Source: an optimization exercise on an open RTL-to-GDS flow (aim: small area and a short achievable clock period). Production flows keep margins and buffers that such runs may drop. Function was checked by simulation only, so behaviour that the tests miss may differ from the original.

==> design/flow/config.mk <==
export PLATFORM = sky130hd
export DESIGN_NAME = riscv_core
export DESIGN_NICKNAME = riscv_core
export VERILOG_FILES = /design/flow/design.v
export SDC_FILE = /design/flow/constraint.sdc
export NUM_CORES = 4
export LEC_CHECK = 0
export ABC_CLOCK_PERIOD_IN_PS = 25000
export CAP_MARGIN = 20
export CELL_PAD_IN_SITES_DETAIL_PLACEMENT = 1
export CELL_PAD_IN_SITES_GLOBAL_PLACEMENT = 2
export CORE_MARGIN = 2
export CORE_UTILIZATION = 30
export PLACE_DENSITY = 0.5
export SLEW_MARGIN = 20
==> design/flow/flow/run.sh <==
#!/bin/bash
# Standard synthesis and layout (the standard.sh), with ORFS's repair_timing asked for
# extra setup margin and free to resize cells across footprints. The SDC is the design's.
set -euo pipefail
bash standard.sh SETUP_SLACK_MARGIN=85 MATCH_CELL_FOOTPRINT=0 finish > make.log 2>&1
==> design/flow/standard.sh <==
#!/bin/bash
# synth_recipe.tcl (not shown) runs the flow's synth.tcl, then flattens the netlist and writes it again
# the make line also repeats each setting of config.mk as NAME=value (left out here)
make -C /OpenROAD-flow-scripts/flow DESIGN_CONFIG=/design/flow/config.mk WORK_HOME=/design/flow/orfs CLKGATE_MAP_FILE= SYNTH_SCRIPT=/design/flow/synth_recipe.tcl "${@:-finish}"
==> design/flow/constraint.sdc <==
create_clock -name core_clock -period 110.0 [get_ports {clk}]
set_input_delay 22.0000 -clock core_clock [delete_from_list [all_inputs] [get_ports {clk}]]
set_output_delay 22.0000 -clock core_clock [all_outputs]
set_load 0.01 [all_outputs]
==> design/flow/design.v <==
module riscv_core
(
	input  wire        clk,
	input  wire        rst,
	output wire [31:0] ib_addr,
	input  wire [31:0] ib_data,
	output wire        ib_valid,
	input  wire        ib_ready,
	output wire [31:0] db_addr,
	output wire [ 3:0] db_lanes,
	input  wire [31:0] db_din,
	output wire [31:0] db_dout,
	output wire        db_wr,
	output wire        db_valid,
	input  wire        db_ready
);
reg  [31:1] pc;
reg  [31:0] fi0, fi1;
reg  [31:1] fa0, fa1;
reg         rp, wp;
reg  [ 1:0] cnt;
reg         skip;
wire        jmp;
wire [31:1] jmp_addr;
wire        hazard;
wire        ready = !hazard;
wire        f_full  = cnt[1];
wire        f_valid = cnt != 2'b00;
wire [31:0] f_instr = rp ? fi1 : fi0;
wire [31:1] f_addr  = rp ? fa1 : fa0;
assign ib_addr  = {pc, 1'b0};
assign ib_valid = !f_full;
wire [19:1] bp_jlo  = {ib_data[19:12], ib_data[20], ib_data[30:21]};
wire [11:1] bp_blo  = {ib_data[7], ib_data[30:25], ib_data[11:8]};
wire [19:0] bp_sj   = {1'b0, pc[19:1]} + {1'b0, bp_jlo};
wire [11:0] bp_sb   = {1'b0, pc[11:1]} + {1'b0, bp_blo};
wire [31:20] pc_jp  = pc[31:20] + 12'd1;
wire [31:20] pc_jm  = pc[31:20] - 12'd1;
wire [31:12] pc_bm  = pc[31:12] - 20'd1;
wire [31:1]  pc_p4  = pc + 31'd2;
wire [31:20] bp_jhi = ib_data[31] ? (bp_sj[19] ? pc[31:20] : pc_jm) : (bp_sj[19] ? pc_jp : pc[31:20]);
wire [31:12] bp_bhi = bp_sb[11] ? pc[31:12] : pc_bm;
wire        bp_jal  = ib_data[6:0] == 7'h6F;
wire        bp_br   = ib_data[6:0] == 7'h63 && ib_data[31];
wire [31:1] bp_next = bp_jal ? {bp_jhi, bp_sj[18:0]} : bp_br ? {bp_bhi, bp_sb[10:0]} : pc_p4;
wire        f_take  = ib_valid && ib_ready && !skip;
always @(posedge clk or posedge rst)
begin
	if (rst)
	begin
		pc   <= 31'd0;
		rp   <= 1'b0;
		wp   <= 1'b0;
		cnt  <= 2'd0;
		skip <= 1'b0;
	end
	else if (jmp)
	begin
		pc   <= jmp_addr;
		wp   <= rp;
		cnt  <= 2'd0;
		skip <= !f_full;
	end
	else
	begin
		if (ib_valid && ib_ready)
		begin
			skip <= 1'b0;
			if (!skip)
			begin
				pc <= bp_next;
				wp <= !wp;
				if (!ready || !f_valid)
					cnt <= cnt + 2'd1;
			end
		end
		if (f_valid && ready)
		begin
			rp <= !rp;
			if (!ib_ready || !ib_valid || skip)
				cnt <= cnt - 2'd1;
		end
	end
end
always @(posedge clk)
begin
	if (f_take && !jmp)
	begin
		if (wp) fa1 <= pc;
		else    fa0 <= pc;
	end
	if (!f_full)
	begin
		if (wp) fi1 <= ib_data;
		else    fi0 <= ib_data;
	end
end
reg         d_valid;
reg  [ 4:0] d_rd, d_rs1, d_rs2;
reg  [31:0] d_a, d_b, d_sd;
reg  [ 3:0] d_lanes;
reg         d_wr, d_isjal, d_isbr, d_mem, d_st;
reg  [31:1] d_jaddr, d_addr4;
reg         c_add, c_sub, c_and, c_or, c_xor, c_sll, c_srl;
reg         c_lt, c_ge, c_eq, c_ne, c_sgn, c_mul;
reg         c_div, c_rem, c_negq, c_negr;
reg         e_valid;
reg         w1_we;
reg  [ 4:0] w1_rd;
reg         w2_we;
reg  [ 4:0] w2_rd;
wire [31:0] w2_val;
wire [ 6:0] op  = f_instr[6:0];
wire [ 2:0] f3  = f_instr[14:12];
wire [ 4:0] rd  = f_instr[11:7];
wire [ 4:0] rs1 = f_instr[19:15];
wire [ 4:0] rs2 = f_instr[24:20];
wire [31:0] i_imm = {{20{f_instr[31]}}, f_instr[31:20]};
wire [31:0] s_imm = {{20{f_instr[31]}}, f_instr[31:25], f_instr[11:7]};
wire [31:0] u_imm = {f_instr[31:12], 12'h000};
wire [31:1] j_imm = {{12{f_instr[31]}}, f_instr[19:12], f_instr[20], f_instr[30:21]};
wire [31:1] b_imm = {{20{f_instr[31]}}, f_instr[7], f_instr[30:25], f_instr[11:8]};
reg  [31:0] rf [1:31];
always @(posedge clk)
	if (w2_we)
		rf[w2_rd] <= w2_val;
wire        hit1 = w2_we && w2_rd == rs1;
wire        hit2 = w2_we && w2_rd == rs2;
wire [31:0] oh1  = 32'h1 << rs1;
wire [31:0] oh2  = 32'h1 << rs2;
reg  [31:0] fw1, fw2;
integer n;
always @*
begin
	fw1 = {32{hit1}} & w2_val;
	fw2 = {32{hit2}} & w2_val;
	for (n = 1; n < 32; n = n + 1)
	begin
		fw1 = fw1 | ({32{oh1[n] & !hit1}} & rf[n]);
		fw2 = fw2 | ({32{oh2[n] & !hit2}} & rf[n]);
	end
end
reg [4:0] alu_op;
always @*
begin
	casex ({f_instr[30], f_instr[25], f_instr[14:12], f_instr[6:0]})
		12'bxx_000_0010011: alu_op = 5'h00;
		12'bxx_xxx_0000011: alu_op = 5'h00;
		12'bxx_010_0010011: alu_op = 5'h0D;
		12'bxx_011_0010011: alu_op = 5'h0E;
		12'bxx_100_0010011: alu_op = 5'h04;
		12'bxx_110_0010011: alu_op = 5'h03;
		12'bxx_111_0010011: alu_op = 5'h02;
		12'bxx_001_0010011: alu_op = 5'h05;
		12'b0x_101_0010011: alu_op = 5'h06;
		12'b1x_101_0010011: alu_op = 5'h07;
		12'b00_000_0110011: alu_op = 5'h00;
		12'b10_000_0110011: alu_op = 5'h01;
		12'bx0_010_0110011: alu_op = 5'h0D;
		12'bx0_011_0110011: alu_op = 5'h0E;
		12'bx0_100_0110011: alu_op = 5'h04;
		12'bx0_110_0110011: alu_op = 5'h03;
		12'bx0_111_0110011: alu_op = 5'h02;
		12'bx0_001_0110011: alu_op = 5'h05;
		12'b00_101_0110011: alu_op = 5'h06;
		12'b10_101_0110011: alu_op = 5'h07;
		12'bxx_xxx_0110111: alu_op = 5'h08;
		12'bxx_xxx_0010111: alu_op = 5'h09;
		12'bxx_xxx_110x111: alu_op = 5'h0A;
		12'bxx_000_1100011: alu_op = 5'h0B;
		12'bxx_001_1100011: alu_op = 5'h0C;
		12'bxx_100_1100011: alu_op = 5'h0D;
		12'bxx_101_1100011: alu_op = 5'h0F;
		12'bxx_110_1100011: alu_op = 5'h0E;
		12'bxx_111_1100011: alu_op = 5'h10;
		12'b01_000_0110011: alu_op = 5'h18;
		12'b01_001_0110011: alu_op = 5'h19;
		12'b01_010_0110011: alu_op = 5'h1A;
		12'b01_011_0110011: alu_op = 5'h1B;
		12'b01_100_0110011: alu_op = 5'h1C;
		12'b01_101_0110011: alu_op = 5'h1D;
		12'b01_110_0110011: alu_op = 5'h1E;
		12'b01_111_0110011: alu_op = 5'h1F;
		12'bxx_xxx_0100011: alu_op = 5'h11;
		default:            alu_op = 5'h00;
	endcase
end
wire o_lui   = alu_op == 5'h08;
wire o_auipc = alu_op == 5'h09;
wire o_jal   = alu_op == 5'h0A;
wire o_mulh  = alu_op == 5'h19 || alu_op == 5'h1A || alu_op == 5'h1B;
wire o_saddr = alu_op == 5'h11;
wire o_div   = alu_op == 5'h1C || alu_op == 5'h1D || alu_op == 5'h1E || alu_op == 5'h1F;
wire o_sdiv  = alu_op == 5'h1C || alu_op == 5'h1E;
wire o_rem   = alu_op == 5'h1E || alu_op == 5'h1F;
wire        neg1 = o_sdiv && fw1[31];
wire        neg2 = o_sdiv && fw2[31];
wire [31:0] mag1 = neg1 ? -fw1 : fw1;
wire [31:0] mag2 = neg2 ? -fw2 : fw2;
wire [31:0] addr32 = {f_addr, 1'b0};
wire [31:0] opa =
	(o_lui || o_mulh)   ? 32'h0 :
	(o_auipc || o_jal)  ? addr32 :
	o_div               ? mag1 :
	fw1;
wire [31:0] opb =
	(o_lui || o_auipc)  ? u_imm :
	(o_jal || o_mulh)   ? 32'h0 :
	o_saddr             ? s_imm :
	o_div               ? mag2 :
	f_instr[5]          ? fw2 : i_imm;
wire        is_lw = {f3, op} == 10'b010_0000011;
wire        is_sb = {f3, op} == 10'b000_0100011;
wire        is_sh = {f3, op} == 10'b001_0100011;
wire        is_sw = {f3, op} == 10'b010_0100011;
wire [ 1:0] sa    = fw1[1:0] + s_imm[1:0];
wire [31:0] sdat  = is_sb ? {4{fw2[7:0]}} : is_sh ? {2{fw2[15:0]}} : fw2;
wire [31:0] sdrot =
	sa == 2'd0 ? sdat :
	sa == 2'd1 ? {sdat[23:0], sdat[31:24]} :
	sa == 2'd2 ? {sdat[15:0], sdat[31:16]} :
	             {sdat[ 7:0], sdat[31: 8]};
reg  [ 3:0] lanes;
always @*
begin
	if (is_sb)
		lanes = 4'b0001 << sa;
	else if (is_sh)
		lanes = sa == 2'd0 ? 4'b0011 : sa == 2'd1 ? 4'b0110 : sa == 2'd2 ? 4'b1100 : 4'b1000;
	else if (is_sw)
		lanes = sa == 2'd0 ? 4'b1111 : sa == 2'd1 ? 4'b1110 : sa == 2'd2 ? 4'b1100 : 4'b1000;
	else
		lanes = 4'b1111;
end
wire d_acc = f_valid && !jmp && !hazard;
always @(posedge clk or posedge rst)
begin
	if (rst)
		d_valid <= 1'b0;
	else
		d_valid <= d_acc;
end
always @(posedge clk)
begin
	d_rd    <= rd;
	d_rs1   <= rs1;
	d_rs2   <= rs2;
	d_a     <= opa;
	d_b     <= opb;
	d_sd    <= sdrot;
	d_lanes <= lanes;
	d_wr    <= rd != 5'd0 && op != 7'h63 && op != 7'h23 && op != 7'h0F;
	d_isjal <= op == 7'h6F;
	d_isbr  <= op == 7'h63;
	d_mem   <= is_lw || is_sb || is_sh || is_sw;
	d_st    <= is_sb || is_sh || is_sw;
	d_jaddr <= f_addr + (op == 7'h63 ? b_imm : j_imm);
	d_addr4 <= f_addr + 31'd2;
	c_add <= alu_op == 5'h00 || o_lui || o_auipc || o_jal || o_mulh || o_saddr;
	c_sub <= alu_op == 5'h01;
	c_and <= alu_op == 5'h02;
	c_or  <= alu_op == 5'h03;
	c_xor <= alu_op == 5'h04;
	c_sll <= alu_op == 5'h05;
	c_srl <= alu_op == 5'h06 || alu_op == 5'h07;
	c_lt  <= alu_op == 5'h0D || alu_op == 5'h0E;
	c_ge  <= alu_op == 5'h0F || alu_op == 5'h10;
	c_sgn <= alu_op == 5'h0D || alu_op == 5'h0F;
	c_eq  <= alu_op == 5'h0B;
	c_ne  <= alu_op == 5'h0C;
	c_mul <= alu_op == 5'h18;
	c_div <= o_div;
	c_rem <= o_rem;
	c_negq <= o_sdiv && (fw1[31] ^ fw2[31]) && fw2 != 32'h0;
	c_negr <= o_sdiv && fw1[31];
end
wire h_d = d_rd != 5'd0 && d_valid && (d_rd == rs1 || d_rd == rs2) && f_valid;
wire h_e = w1_rd != 5'd0 && e_valid &&
	(((w1_rd == rs1 || w1_rd == rs2) && f_valid) ||
	 ((w1_rd == d_rs1 || w1_rd == d_rs2) && d_valid));
assign hazard = h_d || h_e;
reg         q_jmp;
reg  [31:1] q_jaddr;
assign jmp      = q_jmp;
assign jmp_addr = q_jaddr;
wire        e_go = d_valid && !q_jmp;
wire        sub   = c_sub || c_lt || c_ge;
wire [32:0] sum   = {c_sgn & d_a[31], d_a} + ({c_sgn & d_b[31], d_b} ^ {33{sub}}) + {32'h0, sub};
wire        lt    = sum[32];
wire        eq    = d_a == d_b;
wire [31:0] prod  = d_a * d_b;
wire [31:0] res_e =
	({32{c_add | c_sub}} & sum[31:0]) |
	({32{c_and}} & (d_a & d_b)) |
	({32{c_or }} & (d_a | d_b)) |
	({32{c_xor}} & (d_a ^ d_b)) |
	({32{c_sll}} & (d_a << d_b[4:0])) |
	({32{c_srl}} & (d_a >> d_b[4:0])) |
	({32{c_mul}} & prod) |
	{31'h0, (c_lt & lt) | (c_ge & ~lt) | (c_eq & eq) | (c_ne & ~eq)};
wire        cond = res_e[0];
always @(posedge clk or posedge rst)
begin
	if (rst)
	begin
		q_jmp   <= 1'b0;
		w1_we   <= 1'b0;
		e_valid <= 1'b0;
	end
	else
	begin
		q_jmp   <= e_go && ((d_isjal && d_jaddr != f_addr) ||
		                    (d_isbr && (d_jaddr != f_addr || !cond)));
		w1_we   <= e_go && d_wr;
		e_valid <= e_go;
	end
end
always @(posedge clk)
begin
	q_jaddr <= (d_isbr && !cond) ? d_addr4 : d_jaddr;
	w1_rd   <= d_rd;
	w2_rd   <= w1_rd;
	w2_we   <= w1_we;    
end
reg         bus_valid;
reg  [31:0] bus_addr, bus_dout;
reg  [ 3:0] bus_lanes;
reg         bus_wr;
always @(posedge clk or posedge rst)
begin
	if (rst)
		bus_valid <= 1'b0;
	else if (!bus_valid)
		bus_valid <= d_valid && d_mem;
	else if (db_ready)
		bus_valid <= 1'b0;
end
always @(posedge clk)
begin
	if (!bus_valid)
	begin
		bus_addr  <= sum[31:0];
		bus_dout  <= d_sd;
		bus_lanes <= d_lanes;
		bus_wr    <= d_st;
	end
end
assign db_addr  = bus_addr;
assign db_dout  = bus_dout;
assign db_lanes = bus_lanes;
assign db_wr    = bus_wr;
assign db_valid = bus_valid;
reg  [13:0] s1_r;
reg  [17:0] s1_a;
reg  [31:18] s1_q;
reg  [31:0] s1_b;
reg  [33:0] s1_b3;
reg         s1_div, s1_rem, s1_negq, s1_negr;
reg  [23:0] s2_r;
reg  [7:0] s2_a;
reg  [31:8] s2_q;
reg  [31:0] s2_b;
reg  [33:0] s2_b3;
reg         s2_div, s2_rem, s2_negq, s2_negr;
wire [32:0] hz0;
assign hz0[32] = 1'b1;
genvar k0;
generate for (k0 = 31; k0 >= 0; k0 = k0 - 1) begin : ghz0 assign hz0[k0] = hz0[k0+1] & ~d_b[k0]; end endgenerate
wire [34:0] h30;
assign h30[34] = 1'b1;
generate for (k0 = 33; k0 >= 0; k0 = k0 - 1) begin : gh30 assign h30[k0] = h30[k0+1] & ~d_b3[k0]; end endgenerate
wire [32:0] hz1;
assign hz1[32] = 1'b1;
genvar k1;
generate for (k1 = 31; k1 >= 0; k1 = k1 - 1) begin : ghz1 assign hz1[k1] = hz1[k1+1] & ~s1_b[k1]; end endgenerate
wire [34:0] h31;
assign h31[34] = 1'b1;
generate for (k1 = 33; k1 >= 0; k1 = k1 - 1) begin : gh31 assign h31[k1] = h31[k1+1] & ~s1_b3[k1]; end endgenerate
wire [32:0] hz2;
assign hz2[32] = 1'b1;
genvar k2;
generate for (k2 = 31; k2 >= 0; k2 = k2 - 1) begin : ghz2 assign hz2[k2] = hz2[k2+1] & ~s2_b[k2]; end endgenerate
wire [34:0] h32;
assign h32[34] = 1'b1;
generate for (k2 = 33; k2 >= 0; k2 = k2 - 1) begin : gh32 assign h32[k2] = h32[k2+1] & ~s2_b3[k2]; end endgenerate
wire [33:0] d_b3 = {2'b00, d_b} + {1'b0, d_b, 1'b0};    
wire [31:0] qv;
wire [0:0] x31 = d_a[31:31];
wire [1:0] t1_31 = {1'b0, x31} - {1'b0, d_b[0:0]};
wire g1_31 = hz0[1] & ~t1_31[1];
wire [0:0] r31 = g1_31 ? t1_31[0:0] : x31;
assign qv[31] = g1_31;
wire [1:0] x30 = {r31, d_a[30:30]};
wire [2:0] t1_30 = {1'b0, x30} - {1'b0, d_b[1:0]};
wire g1_30 = hz0[2] & ~t1_30[2];
wire [1:0] r30 = g1_30 ? t1_30[1:0] : x30;
assign qv[30] = g1_30;
wire [2:0] x29 = {r30, d_a[29:29]};
wire [3:0] t1_29 = {1'b0, x29} - {1'b0, d_b[2:0]};
wire g1_29 = hz0[3] & ~t1_29[3];
wire [2:0] r29 = g1_29 ? t1_29[2:0] : x29;
assign qv[29] = g1_29;
wire [3:0] x28 = {r29, d_a[28:28]};
wire [4:0] t1_28 = {1'b0, x28} - {1'b0, d_b[3:0]};
wire g1_28 = hz0[4] & ~t1_28[4];
wire [3:0] r28 = g1_28 ? t1_28[3:0] : x28;
assign qv[28] = g1_28;
wire [5:0] x26 = {r28, d_a[27:26]};
wire [6:0] t1_26 = {1'b0, x26} - {1'b0, d_b[5:0]};
wire g1_26 = hz0[6] & ~t1_26[6];
wire [6:0] t2_26 = {1'b0, x26} - {1'b0, d_b[4:0], 1'b0};
wire [6:0] t3_26 = {1'b0, x26} - {1'b0, d_b3[5:0]};
wire g2_26 = hz0[5] & ~t2_26[6];
wire g3_26 = h30[6] & ~t3_26[6];
wire [5:0] r26 = g3_26 ? t3_26[5:0] : g2_26 ? t2_26[5:0] : g1_26 ? t1_26[5:0] : x26;
assign qv[27] = g2_26;
assign qv[26] = g3_26 | (g1_26 & ~g2_26);
wire [7:0] x24 = {r26, d_a[25:24]};
wire [8:0] t1_24 = {1'b0, x24} - {1'b0, d_b[7:0]};
wire g1_24 = hz0[8] & ~t1_24[8];
wire [8:0] t2_24 = {1'b0, x24} - {1'b0, d_b[6:0], 1'b0};
wire [8:0] t3_24 = {1'b0, x24} - {1'b0, d_b3[7:0]};
wire g2_24 = hz0[7] & ~t2_24[8];
wire g3_24 = h30[8] & ~t3_24[8];
wire [7:0] r24 = g3_24 ? t3_24[7:0] : g2_24 ? t2_24[7:0] : g1_24 ? t1_24[7:0] : x24;
assign qv[25] = g2_24;
assign qv[24] = g3_24 | (g1_24 & ~g2_24);
wire [9:0] x22 = {r24, d_a[23:22]};
wire [10:0] t1_22 = {1'b0, x22} - {1'b0, d_b[9:0]};
wire g1_22 = hz0[10] & ~t1_22[10];
wire [10:0] t2_22 = {1'b0, x22} - {1'b0, d_b[8:0], 1'b0};
wire [10:0] t3_22 = {1'b0, x22} - {1'b0, d_b3[9:0]};
wire g2_22 = hz0[9] & ~t2_22[10];
wire g3_22 = h30[10] & ~t3_22[10];
wire [9:0] r22 = g3_22 ? t3_22[9:0] : g2_22 ? t2_22[9:0] : g1_22 ? t1_22[9:0] : x22;
assign qv[23] = g2_22;
assign qv[22] = g3_22 | (g1_22 & ~g2_22);
wire [11:0] x20 = {r22, d_a[21:20]};
wire [12:0] t1_20 = {1'b0, x20} - {1'b0, d_b[11:0]};
wire g1_20 = hz0[12] & ~t1_20[12];
wire [12:0] t2_20 = {1'b0, x20} - {1'b0, d_b[10:0], 1'b0};
wire [12:0] t3_20 = {1'b0, x20} - {1'b0, d_b3[11:0]};
wire g2_20 = hz0[11] & ~t2_20[12];
wire g3_20 = h30[12] & ~t3_20[12];
wire [11:0] r20 = g3_20 ? t3_20[11:0] : g2_20 ? t2_20[11:0] : g1_20 ? t1_20[11:0] : x20;
assign qv[21] = g2_20;
assign qv[20] = g3_20 | (g1_20 & ~g2_20);
wire [13:0] x18 = {r20, d_a[19:18]};
wire [14:0] t1_18 = {1'b0, x18} - {1'b0, d_b[13:0]};
wire g1_18 = hz0[14] & ~t1_18[14];
wire [14:0] t2_18 = {1'b0, x18} - {1'b0, d_b[12:0], 1'b0};
wire [14:0] t3_18 = {1'b0, x18} - {1'b0, d_b3[13:0]};
wire g2_18 = hz0[13] & ~t2_18[14];
wire g3_18 = h30[14] & ~t3_18[14];
wire [13:0] r18 = g3_18 ? t3_18[13:0] : g2_18 ? t2_18[13:0] : g1_18 ? t1_18[13:0] : x18;
assign qv[19] = g2_18;
assign qv[18] = g3_18 | (g1_18 & ~g2_18);
wire [15:0] x16 = {s1_r, s1_a[17:16]};
wire [16:0] t1_16 = {1'b0, x16} - {1'b0, s1_b[15:0]};
wire g1_16 = hz1[16] & ~t1_16[16];
wire [16:0] t2_16 = {1'b0, x16} - {1'b0, s1_b[14:0], 1'b0};
wire [16:0] t3_16 = {1'b0, x16} - {1'b0, s1_b3[15:0]};
wire g2_16 = hz1[15] & ~t2_16[16];
wire g3_16 = h31[16] & ~t3_16[16];
wire [15:0] r16 = g3_16 ? t3_16[15:0] : g2_16 ? t2_16[15:0] : g1_16 ? t1_16[15:0] : x16;
assign qv[17] = g2_16;
assign qv[16] = g3_16 | (g1_16 & ~g2_16);
wire [17:0] x14 = {r16, s1_a[15:14]};
wire [18:0] t1_14 = {1'b0, x14} - {1'b0, s1_b[17:0]};
wire g1_14 = hz1[18] & ~t1_14[18];
wire [18:0] t2_14 = {1'b0, x14} - {1'b0, s1_b[16:0], 1'b0};
wire [18:0] t3_14 = {1'b0, x14} - {1'b0, s1_b3[17:0]};
wire g2_14 = hz1[17] & ~t2_14[18];
wire g3_14 = h31[18] & ~t3_14[18];
wire [17:0] r14 = g3_14 ? t3_14[17:0] : g2_14 ? t2_14[17:0] : g1_14 ? t1_14[17:0] : x14;
assign qv[15] = g2_14;
assign qv[14] = g3_14 | (g1_14 & ~g2_14);
wire [19:0] x12 = {r14, s1_a[13:12]};
wire [20:0] t1_12 = {1'b0, x12} - {1'b0, s1_b[19:0]};
wire g1_12 = hz1[20] & ~t1_12[20];
wire [20:0] t2_12 = {1'b0, x12} - {1'b0, s1_b[18:0], 1'b0};
wire [20:0] t3_12 = {1'b0, x12} - {1'b0, s1_b3[19:0]};
wire g2_12 = hz1[19] & ~t2_12[20];
wire g3_12 = h31[20] & ~t3_12[20];
wire [19:0] r12 = g3_12 ? t3_12[19:0] : g2_12 ? t2_12[19:0] : g1_12 ? t1_12[19:0] : x12;
assign qv[13] = g2_12;
assign qv[12] = g3_12 | (g1_12 & ~g2_12);
wire [20:0] x11 = {r12, s1_a[11:11]};
wire [21:0] t1_11 = {1'b0, x11} - {1'b0, s1_b[20:0]};
wire g1_11 = hz1[21] & ~t1_11[21];
wire [20:0] r11 = g1_11 ? t1_11[20:0] : x11;
assign qv[11] = g1_11;
wire [21:0] x10 = {r11, s1_a[10:10]};
wire [22:0] t1_10 = {1'b0, x10} - {1'b0, s1_b[21:0]};
wire g1_10 = hz1[22] & ~t1_10[22];
wire [21:0] r10 = g1_10 ? t1_10[21:0] : x10;
assign qv[10] = g1_10;
wire [22:0] x9 = {r10, s1_a[9:9]};
wire [23:0] t1_9 = {1'b0, x9} - {1'b0, s1_b[22:0]};
wire g1_9 = hz1[23] & ~t1_9[23];
wire [22:0] r9 = g1_9 ? t1_9[22:0] : x9;
assign qv[9] = g1_9;
wire [23:0] x8 = {r9, s1_a[8:8]};
wire [24:0] t1_8 = {1'b0, x8} - {1'b0, s1_b[23:0]};
wire g1_8 = hz1[24] & ~t1_8[24];
wire [23:0] r8 = g1_8 ? t1_8[23:0] : x8;
assign qv[8] = g1_8;
wire [25:0] x6 = {s2_r, s2_a[7:6]};
wire [26:0] t1_6 = {1'b0, x6} - {1'b0, s2_b[25:0]};
wire g1_6 = hz2[26] & ~t1_6[26];
wire [26:0] t2_6 = {1'b0, x6} - {1'b0, s2_b[24:0], 1'b0};
wire [26:0] t3_6 = {1'b0, x6} - {1'b0, s2_b3[25:0]};
wire g2_6 = hz2[25] & ~t2_6[26];
wire g3_6 = h32[26] & ~t3_6[26];
wire [25:0] r6 = g3_6 ? t3_6[25:0] : g2_6 ? t2_6[25:0] : g1_6 ? t1_6[25:0] : x6;
assign qv[7] = g2_6;
assign qv[6] = g3_6 | (g1_6 & ~g2_6);
wire [27:0] x4 = {r6, s2_a[5:4]};
wire [28:0] t1_4 = {1'b0, x4} - {1'b0, s2_b[27:0]};
wire g1_4 = hz2[28] & ~t1_4[28];
wire [28:0] t2_4 = {1'b0, x4} - {1'b0, s2_b[26:0], 1'b0};
wire [28:0] t3_4 = {1'b0, x4} - {1'b0, s2_b3[27:0]};
wire g2_4 = hz2[27] & ~t2_4[28];
wire g3_4 = h32[28] & ~t3_4[28];
wire [27:0] r4 = g3_4 ? t3_4[27:0] : g2_4 ? t2_4[27:0] : g1_4 ? t1_4[27:0] : x4;
assign qv[5] = g2_4;
assign qv[4] = g3_4 | (g1_4 & ~g2_4);
wire [28:0] x3 = {r4, s2_a[3:3]};
wire [29:0] t1_3 = {1'b0, x3} - {1'b0, s2_b[28:0]};
wire g1_3 = hz2[29] & ~t1_3[29];
wire [28:0] r3 = g1_3 ? t1_3[28:0] : x3;
assign qv[3] = g1_3;
wire [29:0] x2 = {r3, s2_a[2:2]};
wire [30:0] t1_2 = {1'b0, x2} - {1'b0, s2_b[29:0]};
wire g1_2 = hz2[30] & ~t1_2[30];
wire [29:0] r2 = g1_2 ? t1_2[29:0] : x2;
assign qv[2] = g1_2;
wire [30:0] x1 = {r2, s2_a[1:1]};
wire [31:0] t1_1 = {1'b0, x1} - {1'b0, s2_b[30:0]};
wire g1_1 = hz2[31] & ~t1_1[31];
wire [30:0] r1 = g1_1 ? t1_1[30:0] : x1;
assign qv[1] = g1_1;
wire [31:0] x0 = {r1, s2_a[0:0]};
wire [32:0] t1_0 = {1'b0, x0} - {1'b0, s2_b[31:0]};
wire g1_0 = hz2[32] & ~t1_0[32];
wire [31:0] r0 = g1_0 ? t1_0[31:0] : x0;
assign qv[0] = g1_0;
wire [31:0] res1 = {s1_r, s1_a};    
wire [31:0] res2 = {s2_r, s2_a};    
always @(posedge clk)
begin
	if (c_div)
	begin
		s1_r <= r18;
		s1_a <= d_a[17:0];
	end
	else
		{s1_r, s1_a} <= res_e;
	s1_q    <= qv[31:18];
	s1_b    <= d_b;
	s1_b3   <= d_b3;
	s1_div <= c_div;
	s1_rem <= c_rem;
	s1_negq <= c_negq;
	s1_negr <= c_negr;
	if (s1_div)
	begin
		s2_r <= r8;
		s2_a <= s1_a[7:0];
	end
	else
		{s2_r, s2_a} <= res1;
	s2_q    <= {s1_q, qv[17:8]};
	s2_b    <= s1_b;
	s2_b3   <= s1_b3;
	s2_div <= s1_div;
	s2_rem <= s1_rem;
	s2_negq <= s1_negq;
	s2_negr <= s1_negr;
end
wire [31:0] quo  = {s2_q, qv[7:0]};
wire [31:0] rmd  = r0;
wire [31:0] dres = s2_rem ? (s2_negr ? -rmd : rmd) : (s2_negq ? -quo : quo);
assign w2_val = s2_div ? dres : res2;
endmodule
==> results.cfg, run 1 <==
[floorplan]
ios = 171
fp.dieW_microns = 677
core_area_sq_um = 452000
fp-row-count = 247
die_area_sq_um = 458000
die_h_microns = 677
start_util = 0.301

[grt]
grt_max_degree = 60
grt_pass1_vias = 131000
use_met1 = 0.444
antenna_found_initial = 79
grt_overflow = 0
grt_pass1_wl_microns = 1100000
grtUsageMet2 = 0.542
grt_busiest_layer = met2
grt.total_usage = 0.341
grtUsageMet3 = 0.0571

[worst_setup_path]
r2r-start = s2_b3[0]$_DFF_P_
worst_path_max_delay_cell = or2_4
crit_arrival_ns = 25.71
path_cells = buf_8 > ha_4 > a21o_1 > a21o_1 > a21o_1 > a21oi_2 > o21a_1 > o21bai_1 > a21o_1 > a21oi_4 > o21a_1 > o21bai_2 > a21o_1 > a21o_1 > a21oi_2 > o21ai_2 > a211oi_2 > xnor2_1 > a21oi_2 > or2_4 > mux2_4
crit_top_cell = a21o_1
critPathLaunchType = primary input
worstSetupPathType = in2reg
reg2reg_slack_ns = 85.76
worst_r2r_path_depth = 82
path_buf_inv = 1
cp_max_fo = 7
crit_family = compound AO/OA/AOI/OAI gates
slowest_delay_ns = 0.33
crit_required_ns = 110.77
timing.rr.end = d_sd[24]$_DFF_P_
end_kind = register

[clock_tree]
clk_pin_slew_ns = 0.06
cts_root_buf = clkbuf_16
holdBufCountCts = 0
cts_buffer_depth = 4
htreeDepth = 4
tritoncts = built
clock-sinks = 1709
cts_buffers = 206
clk_latency_ns = 1.05

[timing]
slew_violations = 0
report.final.hold_viol_count = 0
setup_viol = 0
fin_crit_sh = 0.227
relSlewSlack = 0.112
hold_slack_ns = 0.297
clock_skew_ns = 0.172
fmax_ghz = 0.0401
min_period_ns = 24.94
fin_tns_setup_ns = 0
rsz0062_at_grt = yes
tightest_slew_ns = 1.32

[finish]
layout_common_cells = nand2_1 (1,331), edfxtp_1 (1,187), inv_1 (1,160), nor2_1 (1,060), ha_1 (1,020)
drive_gt1_frac = 0.113
final_cells = 21400
area_delta_synth_final_pct = 16.3
post-route-util = 0.349
final_common_cell = nand2_1
fin_area_sq_um = 158000
nets = 16600

[yosys]
synth-edff-count = 1187
synth-seq-cells = 1709
synth_warnings = 1
syn_avg_cell_area_sq_um = 9.22
syn_nets = 16300
ys_seq_area_frac = 0.341
synth_cell_type_count = 117
ys.flop_type = edfxtp_1
synthCells = 14700
synth-async-reset-ratio = 0.0240
synth_area_sq_um = 136000

[place]
dpl_cell_area_sq_um = 148000
io_buffers = 137
dp.cells = 20700
dp_hpwl_microns = 588000
place_congestion = 0.985

[job]
cap_violations = 0

[routing]
drc_errors = 0
ant_nets = 0
drt_pass1_iterations = 7
drtIter0Drc = 14200
viasPerCell = 6.06
totalWireLength_microns = 811000
via_count = 130000
wl_per_cell_microns = 37.9

[min_path]
hold_depth = 0
worst_hold_path_type = reg2reg
min_from = s1_a[3]$_DFF_P_
holdPathEnd = s2_a[3]$_DFF_P_

[run_status]
status = complete, no violations
-- metrics by stage --
step	setup WS, ns
after detailed placement	76.79
after global placement	77.11
after global routing	84.85
after floorplan	84.66
after CTS	84.94
final	85.06
-- layer usage --
metal  vias to the layer above  wire [microns]
met2                      5734          364000
met1                     66900          343000
met5                         -             331
met3                      1509           56400
li1                      55400               -
met4                        18           47800
-- worst max-delay path by stage --
stage,start,endpoint,slack (ns),cells past startpoint
floorplan,ib_data[22],pc[26]$_DFFE_PP0P_,84.66,21
global placement,s1_b3[0]$_DFF_P_,s2_r[6]$_DFF_P_,77.11,125
detailed placement,s1_b3[0]$_DFF_P_,s2_r[6]$_DFF_P_,76.79,125
CTS,s1_a[16]$_DFF_P_,s2_r[6]$_DFF_P_,84.94,126
global route,s1_a[16]$_DFF_P_,s2_r[6]$_DFF_P_,84.85,131
finish,ib_data[22],pc[26]$_DFFE_PP0P_,85.06,21
-- cell families after synthesis --
logic type / Yosys count / synth area share
AOI/OAI and AO/OA: 4319 / 0.222
and+or+nand+nor: 4173 / 0.142
buffers and inverters: 1878 / 0.0524
DFF: 1709 / 0.341
adders and majority gates: 1482 / 0.162
xor gates and xnor gates: 813 / 0.0524
muxes: 364 / 0.0286
other: 1 / 0.0000276
-- sequential cells by signal, summed over array words and instances (netlist names), 18 cells and up --
signal,count
d_a,32
q_jaddr,31
s1_b3,34
fa1,31
fi0,32
d_jaddr,31
s2_r,24
rf,992
pc,31
fi1,32
fa0,31
bus_addr,32
bus_dout,32
s1_b,31
s2_b,31
s2_b3,34
d_addr4,31
s2_q,24
d_b,32
d_sd,32
s1_a,18
-- cells in the mapped netlist, types with 243 or more instances --
master	n	share of area
ha_1	1027	0.095
inv_1	1172	0.032
xor2_1	250	0.016
a22o_1	244	0.016
mux2i_1	243	0.018
nand2_1	1337	0.037
edfxtp_1	1187	0.26
a221oi_1	315	0.020
xnor2_1	563	0.036
o21ai_0	744	0.027
nor2_1	1156	0.032
clkbuf_1	522	0.014
fa_1	455	0.067
a21o_1	259	0.014
a22oi_1	389	0.022
dfxtp_1	481	0.071
a21oi_1	840	0.031
nand3_1	321	0.012
nor3_1	334	0.012
-- layout make-up --
class / instances / area, sq um
sequential: 1709 / 46400
multi-input combinational: 11200 / 85100
clock buffer: 266 / 5570
tap: 5976 / 7480
antenna: 138 / 345
timing repair inverter: 1 / 5.00
inverter: 1194 / 4520
timing repair buffer: 833 / 6980
clock inverter: 114 / 1500
fill: 51100 / 294000
-- timing repair --
item | CTS | global route
pin swaps | 47 | 74
setup buffers | 52 | 60
cloned | 4 | 2
resized for setup | 201 | 236
endpoints found under the setup margin | 886 | 244
==> run 2, diff against run 1 <==
--- a/design/flow/design.v
+++ b/design/flow/design.v
@@ -354,35 +354,24 @@
 reg  [17:0] s1_a;
 reg  [31:18] s1_q;
 reg  [31:0] s1_b;
-reg  [33:0] s1_b3;
 reg         s1_div, s1_rem, s1_negq, s1_negr;
-reg  [23:0] s2_r;
-reg  [7:0] s2_a;
-reg  [31:8] s2_q;
+reg  [22:0] s2_r;
+reg  [8:0] s2_a;
+reg  [31:9] s2_q;
 reg  [31:0] s2_b;
-reg  [33:0] s2_b3;
 reg         s2_div, s2_rem, s2_negq, s2_negr;
 wire [32:0] hz0;
 assign hz0[32] = 1'b1;
 genvar k0;
 generate for (k0 = 31; k0 >= 0; k0 = k0 - 1) begin : ghz0 assign hz0[k0] = hz0[k0+1] & ~d_b[k0]; end endgenerate
-wire [34:0] h30;
-assign h30[34] = 1'b1;
-generate for (k0 = 33; k0 >= 0; k0 = k0 - 1) begin : gh30 assign h30[k0] = h30[k0+1] & ~d_b3[k0]; end endgenerate
 wire [32:0] hz1;
 assign hz1[32] = 1'b1;
 genvar k1;
 generate for (k1 = 31; k1 >= 0; k1 = k1 - 1) begin : ghz1 assign hz1[k1] = hz1[k1+1] & ~s1_b[k1]; end endgenerate
-wire [34:0] h31;
-assign h31[34] = 1'b1;
-generate for (k1 = 33; k1 >= 0; k1 = k1 - 1) begin : gh31 assign h31[k1] = h31[k1+1] & ~s1_b3[k1]; end endgenerate
 wire [32:0] hz2;
 assign hz2[32] = 1'b1;
 genvar k2;
 generate for (k2 = 31; k2 >= 0; k2 = k2 - 1) begin : ghz2 assign hz2[k2] = hz2[k2+1] & ~s2_b[k2]; end endgenerate
-wire [34:0] h32;
-assign h32[34] = 1'b1;
-generate for (k2 = 33; k2 >= 0; k2 = k2 - 1) begin : gh32 assign h32[k2] = h32[k2+1] & ~s2_b3[k2]; end endgenerate
 wire [33:0] d_b3 = {2'b00, d_b} + {1'b0, d_b, 1'b0};    
 wire [31:0] qv;
 wire [0:0] x31 = d_a[31:31];
@@ -405,86 +394,86 @@
 wire g1_28 = hz0[4] & ~t1_28[4];
 wire [3:0] r28 = g1_28 ? t1_28[3:0] : x28;
 assign qv[28] = g1_28;
-wire [5:0] x26 = {r28, d_a[27:26]};
+wire [4:0] x27 = {r28, d_a[27:27]};
+wire [5:0] t1_27 = {1'b0, x27} - {1'b0, d_b[4:0]};
+wire g1_27 = hz0[5] & ~t1_27[5];
+wire [4:0] r27 = g1_27 ? t1_27[4:0] : x27;
+assign qv[27] = g1_27;
+wire [5:0] x26 = {r27, d_a[26:26]};
 wire [6:0] t1_26 = {1'b0, x26} - {1'b0, d_b[5:0]};
 wire g1_26 = hz0[6] & ~t1_26[6];
-wire [6:0] t2_26 = {1'b0, x26} - {1'b0, d_b[4:0], 1'b0};
-wire [6:0] t3_26 = {1'b0, x26} - {1'b0, d_b3[5:0]};
-wire g2_26 = hz0[5] & ~t2_26[6];
-wire g3_26 = h30[6] & ~t3_26[6];
-wire [5:0] r26 = g3_26 ? t3_26[5:0] : g2_26 ? t2_26[5:0] : g1_26 ? t1_26[5:0] : x26;
-assign qv[27] = g2_26;
-assign qv[26] = g3_26 | (g1_26 & ~g2_26);
-wire [7:0] x24 = {r26, d_a[25:24]};
+wire [5:0] r26 = g1_26 ? t1_26[5:0] : x26;
+assign qv[26] = g1_26;
+wire [6:0] x25 = {r26, d_a[25:25]};
+wire [7:0] t1_25 = {1'b0, x25} - {1'b0, d_b[6:0]};
+wire g1_25 = hz0[7] & ~t1_25[7];
+wire [6:0] r25 = g1_25 ? t1_25[6:0] : x25;
+assign qv[25] = g1_25;
+wire [7:0] x24 = {r25, d_a[24:24]};
 wire [8:0] t1_24 = {1'b0, x24} - {1'b0, d_b[7:0]};
 wire g1_24 = hz0[8] & ~t1_24[8];
-wire [8:0] t2_24 = {1'b0, x24} - {1'b0, d_b[6:0], 1'b0};
-wire [8:0] t3_24 = {1'b0, x24} - {1'b0, d_b3[7:0]};
-wire g2_24 = hz0[7] & ~t2_24[8];
-wire g3_24 = h30[8] & ~t3_24[8];
-wire [7:0] r24 = g3_24 ? t3_24[7:0] : g2_24 ? t2_24[7:0] : g1_24 ? t1_24[7:0] : x24;
-assign qv[25] = g2_24;
-assign qv[24] = g3_24 | (g1_24 & ~g2_24);
-wire [9:0] x22 = {r24, d_a[23:22]};
+wire [7:0] r24 = g1_24 ? t1_24[7:0] : x24;
+assign qv[24] = g1_24;
+wire [8:0] x23 = {r24, d_a[23:23]};
+wire [9:0] t1_23 = {1'b0, x23} - {1'b0, d_b[8:0]};
+wire g1_23 = hz0[9] & ~t1_23[9];
+wire [8:0] r23 = g1_23 ? t1_23[8:0] : x23;
+assign qv[23] = g1_23;
+wire [9:0] x22 = {r23, d_a[22:22]};
 wire [10:0] t1_22 = {1'b0, x22} - {1'b0, d_b[9:0]};
 wire g1_22 = hz0[10] & ~t1_22[10];
-wire [10:0] t2_22 = {1'b0, x22} - {1'b0, d_b[8:0], 1'b0};
-wire [10:0] t3_22 = {1'b0, x22} - {1'b0, d_b3[9:0]};
-wire g2_22 = hz0[9] & ~t2_22[10];
-wire g3_22 = h30[10] & ~t3_22[10];
-wire [9:0] r22 = g3_22 ? t3_22[9:0] : g2_22 ? t2_22[9:0] : g1_22 ? t1_22[9:0] : x22;
-assign qv[23] = g2_22;
-assign qv[22] = g3_22 | (g1_22 & ~g2_22);
-wire [11:0] x20 = {r22, d_a[21:20]};
+wire [9:0] r22 = g1_22 ? t1_22[9:0] : x22;
+assign qv[22] = g1_22;
+wire [10:0] x21 = {r22, d_a[21:21]};
+wire [11:0] t1_21 = {1'b0, x21} - {1'b0, d_b[10:0]};
+wire g1_21 = hz0[11] & ~t1_21[11];
+wire [10:0] r21 = g1_21 ? t1_21[10:0] : x21;
+assign qv[21] = g1_21;
+wire [11:0] x20 = {r21, d_a[20:20]};
 wire [12:0] t1_20 = {1'b0, x20} - {1'b0, d_b[11:0]};
 wire g1_20 = hz0[12] & ~t1_20[12];
-wire [12:0] t2_20 = {1'b0, x20} - {1'b0, d_b[10:0], 1'b0};
-wire [12:0] t3_20 = {1'b0, x20} - {1'b0, d_b3[11:0]};
-wire g2_20 = hz0[11] & ~t2_20[12];
-wire g3_20 = h30[12] & ~t3_20[12];
-wire [11:0] r20 = g3_20 ? t3_20[11:0] : g2_20 ? t2_20[11:0] : g1_20 ? t1_20[11:0] : x20;
-assign qv[21] = g2_20;
-assign qv[20] = g3_20 | (g1_20 & ~g2_20);
-wire [13:0] x18 = {r20, d_a[19:18]};
+wire [11:0] r20 = g1_20 ? t1_20[11:0] : x20;
+assign qv[20] = g1_20;
+wire [12:0] x19 = {r20, d_a[19:19]};
+wire [13:0] t1_19 = {1'b0, x19} - {1'b0, d_b[12:0]};
+wire g1_19 = hz0[13] & ~t1_19[13];
+wire [12:0] r19 = g1_19 ? t1_19[12:0] : x19;
+assign qv[19] = g1_19;
+wire [13:0] x18 = {r19, d_a[18:18]};
 wire [14:0] t1_18 = {1'b0, x18} - {1'b0, d_b[13:0]};
 wire g1_18 = hz0[14] & ~t1_18[14];
-wire [14:0] t2_18 = {1'b0, x18} - {1'b0, d_b[12:0], 1'b0};
-wire [14:0] t3_18 = {1'b0, x18} - {1'b0, d_b3[13:0]};
-wire g2_18 = hz0[13] & ~t2_18[14];
-wire g3_18 = h30[14] & ~t3_18[14];
-wire [13:0] r18 = g3_18 ? t3_18[13:0] : g2_18 ? t2_18[13:0] : g1_18 ? t1_18[13:0] : x18;
-assign qv[19] = g2_18;
-assign qv[18] = g3_18 | (g1_18 & ~g2_18);
-wire [15:0] x16 = {s1_r, s1_a[17:16]};
+wire [13:0] r18 = g1_18 ? t1_18[13:0] : x18;
+assign qv[18] = g1_18;
+wire [14:0] x17 = {s1_r, s1_a[17:17]};
+wire [15:0] t1_17 = {1'b0, x17} - {1'b0, s1_b[14:0]};
+wire g1_17 = hz1[15] & ~t1_17[15];
+wire [14:0] r17 = g1_17 ? t1_17[14:0] : x17;
+assign qv[17] = g1_17;
+wire [15:0] x16 = {r17, s1_a[16:16]};
 wire [16:0] t1_16 = {1'b0, x16} - {1'b0, s1_b[15:0]};
 wire g1_16 = hz1[16] & ~t1_16[16];
-wire [16:0] t2_16 = {1'b0, x16} - {1'b0, s1_b[14:0], 1'b0};
-wire [16:0] t3_16 = {1'b0, x16} - {1'b0, s1_b3[15:0]};
-wire g2_16 = hz1[15] & ~t2_16[16];
-wire g3_16 = h31[16] & ~t3_16[16];
-wire [15:0] r16 = g3_16 ? t3_16[15:0] : g2_16 ? t2_16[15:0] : g1_16 ? t1_16[15:0] : x16;
-assign qv[17] = g2_16;
-assign qv[16] = g3_16 | (g1_16 & ~g2_16);
-wire [17:0] x14 = {r16, s1_a[15:14]};
+wire [15:0] r16 = g1_16 ? t1_16[15:0] : x16;
+assign qv[16] = g1_16;
+wire [16:0] x15 = {r16, s1_a[15:15]};
+wire [17:0] t1_15 = {1'b0, x15} - {1'b0, s1_b[16:0]};
+wire g1_15 = hz1[17] & ~t1_15[17];
+wire [16:0] r15 = g1_15 ? t1_15[16:0] : x15;
+assign qv[15] = g1_15;
+wire [17:0] x14 = {r15, s1_a[14:14]};
 wire [18:0] t1_14 = {1'b0, x14} - {1'b0, s1_b[17:0]};
 wire g1_14 = hz1[18] & ~t1_14[18];
-wire [18:0] t2_14 = {1'b0, x14} - {1'b0, s1_b[16:0], 1'b0};
-wire [18:0] t3_14 = {1'b0, x14} - {1'b0, s1_b3[17:0]};
-wire g2_14 = hz1[17] & ~t2_14[18];
-wire g3_14 = h31[18] & ~t3_14[18];
-wire [17:0] r14 = g3_14 ? t3_14[17:0] : g2_14 ? t2_14[17:0] : g1_14 ? t1_14[17:0] : x14;
-assign qv[15] = g2_14;
-assign qv[14] = g3_14 | (g1_14 & ~g2_14);
-wire [19:0] x12 = {r14, s1_a[13:12]};
+wire [17:0] r14 = g1_14 ? t1_14[17:0] : x14;
+assign qv[14] = g1_14;
+wire [18:0] x13 = {r14, s1_a[13:13]};
+wire [19:0] t1_13 = {1'b0, x13} - {1'b0, s1_b[18:0]};
+wire g1_13 = hz1[19] & ~t1_13[19];
+wire [18:0] r13 = g1_13 ? t1_13[18:0] : x13;
+assign qv[13] = g1_13;
+wire [19:0] x12 = {r13, s1_a[12:12]};
 wire [20:0] t1_12 = {1'b0, x12} - {1'b0, s1_b[19:0]};
 wire g1_12 = hz1[20] & ~t1_12[20];
-wire [20:0] t2_12 = {1'b0, x12} - {1'b0, s1_b[18:0], 1'b0};
-wire [20:0] t3_12 = {1'b0, x12} - {1'b0, s1_b3[19:0]};
-wire g2_12 = hz1[19] & ~t2_12[20];
-wire g3_12 = h31[20] & ~t3_12[20];
-wire [19:0] r12 = g3_12 ? t3_12[19:0] : g2_12 ? t2_12[19:0] : g1_12 ? t1_12[19:0] : x12;
-assign qv[13] = g2_12;
-assign qv[12] = g3_12 | (g1_12 & ~g2_12);
+wire [19:0] r12 = g1_12 ? t1_12[19:0] : x12;
+assign qv[12] = g1_12;
 wire [20:0] x11 = {r12, s1_a[11:11]};
 wire [21:0] t1_11 = {1'b0, x11} - {1'b0, s1_b[20:0]};
 wire g1_11 = hz1[21] & ~t1_11[21];
@@ -500,31 +489,31 @@
 wire g1_9 = hz1[23] & ~t1_9[23];
 wire [22:0] r9 = g1_9 ? t1_9[22:0] : x9;
 assign qv[9] = g1_9;
-wire [23:0] x8 = {r9, s1_a[8:8]};
-wire [24:0] t1_8 = {1'b0, x8} - {1'b0, s1_b[23:0]};
-wire g1_8 = hz1[24] & ~t1_8[24];
+wire [23:0] x8 = {s2_r, s2_a[8:8]};
+wire [24:0] t1_8 = {1'b0, x8} - {1'b0, s2_b[23:0]};
+wire g1_8 = hz2[24] & ~t1_8[24];
 wire [23:0] r8 = g1_8 ? t1_8[23:0] : x8;
 assign qv[8] = g1_8;
-wire [25:0] x6 = {s2_r, s2_a[7:6]};
+wire [24:0] x7 = {r8, s2_a[7:7]};
+wire [25:0] t1_7 = {1'b0, x7} - {1'b0, s2_b[24:0]};
+wire g1_7 = hz2[25] & ~t1_7[25];
+wire [24:0] r7 = g1_7 ? t1_7[24:0] : x7;
+assign qv[7] = g1_7;
+wire [25:0] x6 = {r7, s2_a[6:6]};
 wire [26:0] t1_6 = {1'b0, x6} - {1'b0, s2_b[25:0]};
 wire g1_6 = hz2[26] & ~t1_6[26];
-wire [26:0] t2_6 = {1'b0, x6} - {1'b0, s2_b[24:0], 1'b0};
-wire [26:0] t3_6 = {1'b0, x6} - {1'b0, s2_b3[25:0]};
-wire g2_6 = hz2[25] & ~t2_6[26];
-wire g3_6 = h32[26] & ~t3_6[26];
-wire [25:0] r6 = g3_6 ? t3_6[25:0] : g2_6 ? t2_6[25:0] : g1_6 ? t1_6[25:0] : x6;
-assign qv[7] = g2_6;
-assign qv[6] = g3_6 | (g1_6 & ~g2_6);
-wire [27:0] x4 = {r6, s2_a[5:4]};
+wire [25:0] r6 = g1_6 ? t1_6[25:0] : x6;
+assign qv[6] = g1_6;
+wire [26:0] x5 = {r6, s2_a[5:5]};
+wire [27:0] t1_5 = {1'b0, x5} - {1'b0, s2_b[26:0]};
+wire g1_5 = hz2[27] & ~t1_5[27];
+wire [26:0] r5 = g1_5 ? t1_5[26:0] : x5;
+assign qv[5] = g1_5;
+wire [27:0] x4 = {r5, s2_a[4:4]};
 wire [28:0] t1_4 = {1'b0, x4} - {1'b0, s2_b[27:0]};
 wire g1_4 = hz2[28] & ~t1_4[28];
-wire [28:0] t2_4 = {1'b0, x4} - {1'b0, s2_b[26:0], 1'b0};
-wire [28:0] t3_4 = {1'b0, x4} - {1'b0, s2_b3[27:0]};
-wire g2_4 = hz2[27] & ~t2_4[28];
-wire g3_4 = h32[28] & ~t3_4[28];
-wire [27:0] r4 = g3_4 ? t3_4[27:0] : g2_4 ? t2_4[27:0] : g1_4 ? t1_4[27:0] : x4;
-assign qv[5] = g2_4;
-assign qv[4] = g3_4 | (g1_4 & ~g2_4);
+wire [27:0] r4 = g1_4 ? t1_4[27:0] : x4;
+assign qv[4] = g1_4;
 wire [28:0] x3 = {r4, s2_a[3:3]};
 wire [29:0] t1_3 = {1'b0, x3} - {1'b0, s2_b[28:0]};
 wire g1_3 = hz2[29] & ~t1_3[29];
@@ -558,27 +547,25 @@
 		{s1_r, s1_a} <= res_e;
 	s1_q    <= qv[31:18];
 	s1_b    <= d_b;
-	s1_b3   <= d_b3;
 	s1_div <= c_div;
 	s1_rem <= c_rem;
 	s1_negq <= c_negq;
 	s1_negr <= c_negr;
 	if (s1_div)
 	begin
-		s2_r <= r8;
-		s2_a <= s1_a[7:0];
+		s2_r <= r9;
+		s2_a <= s1_a[8:0];
 	end
 	else
 		{s2_r, s2_a} <= res1;
-	s2_q    <= {s1_q, qv[17:8]};
+	s2_q    <= {s1_q, qv[17:9]};
 	s2_b    <= s1_b;
-	s2_b3   <= s1_b3;
 	s2_div <= s1_div;
 	s2_rem <= s1_rem;
 	s2_negq <= s1_negq;
 	s2_negr <= s1_negr;
 end
-wire [31:0] quo  = {s2_q, qv[7:0]};
+wire [31:0] quo  = {s2_q, qv[8:0]};
 wire [31:0] rmd  = r0;
 wire [31:0] dres = s2_rem ? (s2_negr ? -rmd : rmd) : (s2_negq ? -quo : quo);
 assign w2_val = s2_div ? dres : res2;
==> design/flow/flow/run.sh (replaced) <==
#!/bin/bash
# Standard synthesis and layout (the standard.sh), with ORFS's repair_timing asked for
# extra setup margin and free to resize cells across footprints. The SDC is the design's.
set -euo pipefail
bash standard.sh SETUP_SLACK_MARGIN=80 MATCH_CELL_FOOTPRINT=0 finish > make.log 2>&1
==> run 2 against run 1 <==
  * Still clean on timing, DRC and antenna
  * Fmax is 14% lower
  * Cell count is 9.0% lower
  * First-iteration DRC count is 4.0% lower
  * Wire length is 8.2% lower
  * Count of clock-buffer cells in the layout is 27 lower
  * Setup slack worse by 4.1 ns
  * Flip-flop and latch count is 67 lower
  * Critical path depth is 83 higher
  * Die area is 7.5% lower
  * Via count is 8.6% lower
  * Design area is 7.2% lower
  * Critical path type is now reg2reg
  * Largest cell class unchanged
==> results.cfg, run 2 <==
[clock_tree]
clk_latency_ns = 1.00
cts_buffers = 197
htreeDepth = 4
clock-sinks = 1642
holdBufCountCts = 0
cts_buffer_depth = 4
cts_root_buf = clkbuf_16
tritoncts = built
clk_pin_slew_ns = 0.06

[finish]
fin_area_sq_um = 147000
fillCellCount = 46800
top_register = rf
largest_reg_flops = 992
post-route-util = 0.352
area_delta_synth_final_pct = 16.7
nets = 15100
layout_common_cells = edfxtp_1 (1,187), nand2_1 (1,183), inv_1 (1,047), nor2_1 (970), ha_1 (835)
final_common_cell = edfxtp_1
drive_gt1_frac = 0.125

[timing]
relSlewSlack = 0.151
report.final.hold_viol_count = 0
slew_violations = 0
tightest_slew_ns = 1.27
rsz0062_at_grt = yes
fin_crit_sh = 0.264
min_period_ns = 29.04
postLayoutSetupSlackWorst_ns = 80.96
setup_viol = 0
clock_skew_ns = 0.119
fin_tns_setup_ns = 0
fmax_ghz = 0.0344

[grt]
grt_overflow = 0
antenna_found_initial = 72
grtUsageMet3 = 0.0568
grt_pass1_vias = 119000
use_met1 = 0.441
grt_pass1_wl_microns = 1010000
grt.total_usage = 0.339
grt_max_degree = 106
grt_busiest_layer = met2
grtUsageMet2 = 0.537

[yosys]
yosys.area.top_type = edfxtp_1
synth-async-reset-ratio = 0.0250
syn_avg_cell_area_sq_um = 9.41
synthTopCellsByArea = edfxtp_1 (28%), ha_1 (8.4%), fa_1 (7.1%)
syn_nets = 14700
synth-edff-count = 1187
ys.flop_type = edfxtp_1
synth_most_common_cell = nand2_1
synth_area_sq_um = 126000
synthTopCellsByCount = nand2_1 (1,192), edfxtp_1 (1,187), nor2_1 (1,087), inv_1 (1,057), ha_1 (840)
synth_top_area_frac = 0.284
synth-seq-cells = 1642
synth_cell_type_count = 117
synth_warnings = 1
ys_seq_area_frac = 0.358
synthCells = 13300

[routing]
drtIter0Drc = 13700
viasPerCell = 6.09
ant_nets = 0
drc_errors = 0
wl_per_cell_microns = 38.3
via_count = 118000
drt_pass1_iterations = 10
totalWireLength_microns = 745000

[floorplan]
start_util = 0.301
ios = 171
die_h_microns = 651
core_area_sq_um = 417000
die_area_sq_um = 424000
fp.dieW_microns = 651
fp-row-count = 237

[place]
dp_hpwl_microns = 537000
io_buffers = 137
place_congestion = 0.960
dpl_cell_area_sq_um = 137000
pre_cts_ws_ns = 72.07

[min_path]
hold_depth = 0
worst_hold_path_type = reg2reg

[worst_setup_path]
crit_top_cell = buf_4
crit_arrival_ns = 29.82
worst_r2r_path_depth = 104
worstSetupPathType = reg2reg
critPathLaunchType = register
worst_path_max_delay_cell = or4_1
crit_required_ns = 110.79
end_kind = register
slowest_delay_ns = 0.61
cp_max_fo = 45

[run_status]
status = complete, no violations

[job]
cap_violations = 0
run 2: layout make-up:
type                       instances  area [sq um]  share of cell area
antenna                           75           188             0.00128
tap                             5497          6880              0.0469
sequential                      1642         45000               0.307
multi-input combinational       9981         76800               0.524
timing repair buffer             822          7000              0.0478
inverter                        1083          4100              0.0280
clock inverter                   119          1350             0.00923
clock buffer                     239          5230              0.0357
run 2: through the flow:
stage                     hold WS, ns  std cells
after global routing            0.331      19400
after CTS                       0.330      19300
after floorplan                 0.310      13300
final                           0.328      19500
after detailed placement        0.314      18900
after global placement          0.315      18900
run 2: kinds of logic after synthesis:
| logic type | count (synthesis) | share of synthesized area |
|---|---|---|
| compound gates | 3871 | 0.215 |
| flops | 1642 | 0.358 |
| buf+inv | 1732 | 0.0525 |
| simple gates | 3736 | 0.138 |
| fa+ha+maj | 1284 | 0.154 |
| other cells | 1 | 0.0000299 |
| xor+xnor | 695 | 0.0485 |
| mux | 388 | 0.0334 |
run 2: final timing paths:
kind                                  startpoint            endpoint  slack, ns
worst max-delay path            s2_b[15]$_DFF_P_     d_b[30]$_DFF_P_      80.96
worst min-delay path             s1_a[0]$_DFF_P_     s2_a[0]$_DFF_P_       0.33
worst max register to register  s2_b[15]$_DFF_P_     d_b[30]$_DFF_P_      80.96
worst min register to register   s1_a[0]$_DFF_P_     s2_a[0]$_DFF_P_       0.33
max in group asynchronous                    rst      rp$_DFFE_PP0P_      87.93
min in group asynchronous                    rst  pc[31]$_DFFE_PP0P_      21.60
run 2: timing repair:
| action | in CTS | in global routing |
|---|---|---|
| cloned | 3 | 6 |
| endpoints found under the setup margin | 1134 | 728 |
| setup buffers | 61 | 65 |
| pin swaps | 42 | 84 |
| resized for setup | 265 | 200 |
run 2: worst max-delay path, delay by kind of cell (launching register included):
family	cells	cell delay (ns)
AO/OA/AOI/OAI	45	11.90
multiplexers	4	1.65
adder cells (fa/ha/maj)	9	3.45
AND/OR/NAND/NOR	28	7.26
buffers and inverters	17	3.67
flip-flops	1	0.32
XOR/XNOR	1	0.22
run 2: per-layer routing:
metal	up-vias	wire length, microns
met3	1467	53700
met4	20	47600
met2	5515	333000
met5	-	131
met1	61300	311000
li1	50100	-

[what the ideal ports hide]
The results above use ideal ports. As a check the final layouts listed here were re-extracted and re-timed, cells and wires unchanged.
Step 1 sets driving cells, clkbuf_16 on the clock port and buf_2 on the other inputs (assumed; they add their load-dependent delay and slew).
Step 2 adds t to the input delays and takes it off the output delays; t is the mean of the earliest and latest rising clock arrival at the registers after step 1. Input paths then give back, and output paths get back, about the clock's delay inside the block.
Slacks: ideal / step 1 / step 2; pairs: ideal / step 1.
run | t, ns | slack for setup (ns) | worst hold slack (ns)
run 1 | 1.083 | 85.061 / 85.137 / 84.053 | 0.297 / 0.297 / 0.297
run 2 | 1.046 | 80.963 / 80.963 / 80.963 | 0.328 / 0.328 / 0.328
After both steps setup and hold are still met in every run listed. For run 1, which loses most, drivers alone change the setup slack by +0.076 ns; drivers and shift together by -1.008 ns.
